Source: an optimization exercise on an open RTL-to-GDS flow (aim: small area and a short achievable clock period). Production flows keep margins and buffers that such runs may drop. The RTL was checked by simulation tests, not by an equivalence proof against the original design. No activity file was given, so power comes from the tool's default toggle rates.

==> flow/design.v (excerpt) <==
module RedUnit(
    input   logic                   clock,
                                    reset,
    input   logic [16*8-1:0]       data,        
    input   logic [16-1:0]          split,       
    input   logic [16*($clog2(16))-1:0]     out_idx,     
    output  logic [16*8-1:0]       out_data,
    output  logic [31:0]            delay,
    output  logic [31:0]            num_el
);
Size: about 4400 cells after synthesis, ~28000 um2 of cells after synthesis.
clock: 17.0 ns
lec_check: 0
abc_area: 1
cap_margin: 30
core_margin: 2
core_utilization: 30
place_density: 0.45
slew_margin: 30
synth_hierarchical: 1
standard.sh (not shown) runs the stock make flow with config.mk's settings and CLKGATE_MAP_FILE= SYNTH_SCRIPT=/design/flow/synth_recipe.tcl, a recipe that flattens the netlist after the stock synthesis.
==> flow/flow/run.sh <==
#!/bin/bash
# Own layout flow: the standard ORFS layout (standard.sh), changed only in
#  - synthesis: adders go to ABC as plain gates instead of being extracted into
#    sky130 full/half-adder cells (ADDER_MAP_FILE empty), and ABC may run a
#    script of flow/ for the gather module; registers are untouched by both;
#  - port buffers: buf_1 cells instead of the default clock-delay buffers;
set -euo pipefail
W=$(pwd)
{ head -1 synth_recipe.tcl; cat flow/abc_proc.tcl; tail -n +2 synth_recipe.tcl; } > my_synth.tcl
sed "s#$W/synth_recipe.tcl#$W/my_synth.tcl#" standard.sh > my_standard.sh
grep -q my_synth.tcl my_standard.sh
export ADDER_MAP_FILE=
export BUFFER_PORTS_ARGS="-buffer_cell sky130_fd_sc_hd__buf_1"
export SETUP_SLACK_MARGIN=12.3
export MY_ABC_GATHER_SCRIPT=$W/flow/abc_gather.script
bash my_standard.sh "${@:-finish}" > flow_orfs.log 2>&1
==> flow/flow/abc_gather.script <==
strash
dch
map -a
topo
==> flow/flow/abc_proc.tcl <==
# ABC maps the gather module (RedUnit_gather, kept apart by SYNTH_HIERARCHICAL)
# with flow/abc_gather.script, and the rest with ORFS's script
proc abc {args} {
  set i [lsearch -exact $args -script]
  set ga $args
  lset ga [expr {$i + 1}] $::env(MY_ABC_GATHER_SCRIPT)
  puts "abc: RedUnit_gather with $::env(MY_ABC_GATHER_SCRIPT)"
  yosys abc {*}$ga RedUnit_gather
  puts "abc: RedUnit with [lindex $args [expr {$i + 1}]]"
  yosys abc {*}$args RedUnit
}
Change:
--- a/flow/flow/run.sh
+++ b/flow/flow/run.sh
@@ -12,5 +12,5 @@
 export ADDER_MAP_FILE=
 export BUFFER_PORTS_ARGS="-buffer_cell sky130_fd_sc_hd__buf_1"
-export SETUP_SLACK_MARGIN=12.3
+export SETUP_SLACK_MARGIN=12.0
 export MY_ABC_GATHER_SCRIPT=$W/flow/abc_gather.script
 bash my_standard.sh "${@:-finish}" > flow_orfs.log 2>&1
--- a/flow/config.mk
+++ b/flow/config.mk
@@ -10,4 +10,5 @@
 export CORE_MARGIN = 2
 export CORE_UTILIZATION = 30
+export CTS_BUF_LIST = sky130_fd_sc_hd__clkbuf_4 sky130_fd_sc_hd__clkbuf_8
 export PLACE_DENSITY = 0.45
 export SLEW_MARGIN = 30
The new run completed without violations.
Count of clock-buffer cells in the layout goes up by 33.
Via count goes down slightly.
Sequential cell count is unchanged.
Synthesized area stays the same.
Clock skew goes up by 0.024 ns.
Register-to-register slack loses 0.16 ns.
Change:
--- a/flow/flow/run.sh
+++ b/flow/flow/run.sh
@@ -12,5 +12,5 @@
 export ADDER_MAP_FILE=
 export BUFFER_PORTS_ARGS="-buffer_cell sky130_fd_sc_hd__buf_1"
-export SETUP_SLACK_MARGIN=12.0
+export SETUP_SLACK_MARGIN=12.3
 export MY_ABC_GATHER_SCRIPT=$W/flow/abc_gather.script
 bash my_standard.sh "${@:-finish}" > flow_orfs.log 2>&1
First-iteration DRC count grows by 5.6%.
Critical path depth goes up by 23.
Clock-buffer cell count increases by 4.
Sequential power hardly moves.
Die area does not change.
Via count climbs by 2.1%.
Fmax climbs by 1.6%.
Flip-flop and latch count stays the same.
Total power increases by 5.2%.
Register-to-register slack improves by 0.06 ns.
Final area went up by 5.0%.

port drivers added, routing unchanged:
How much do the figures lean on ideal ports? The routed layouts below were timed once more, with nothing changed but the port constraints. Step 1: set_driving_cell puts a clkbuf_16 on clock and a buf_2 on each other input, an assumption about the parent block. Step 2 moves the port delays by t, midway between the first and last clock arrival at a register: inputs arrive t later, outputs are due t later. That takes back most of the time a late clock gives input paths. Slacks: ideal ports / drivers / drivers and shift; pairs: ideal ports / drivers.
run | shift t [ns] | slack for setup (ns) | worst data-port slew with drivers (ns)
the first run | 0.726 | 12.257 / 12.223 / 11.747 | 0.09
the second run | 0.842 | 12.080 / 11.999 / 11.560 | 0.07
the third run | 0.816 | 12.158 / 12.158 / 11.737 | 0.10
After both steps setup and hold are still met in every run listed. The setup slack of the second run, which loses most, moves by -0.081 ns with the drivers and by -0.520 ns with both steps.
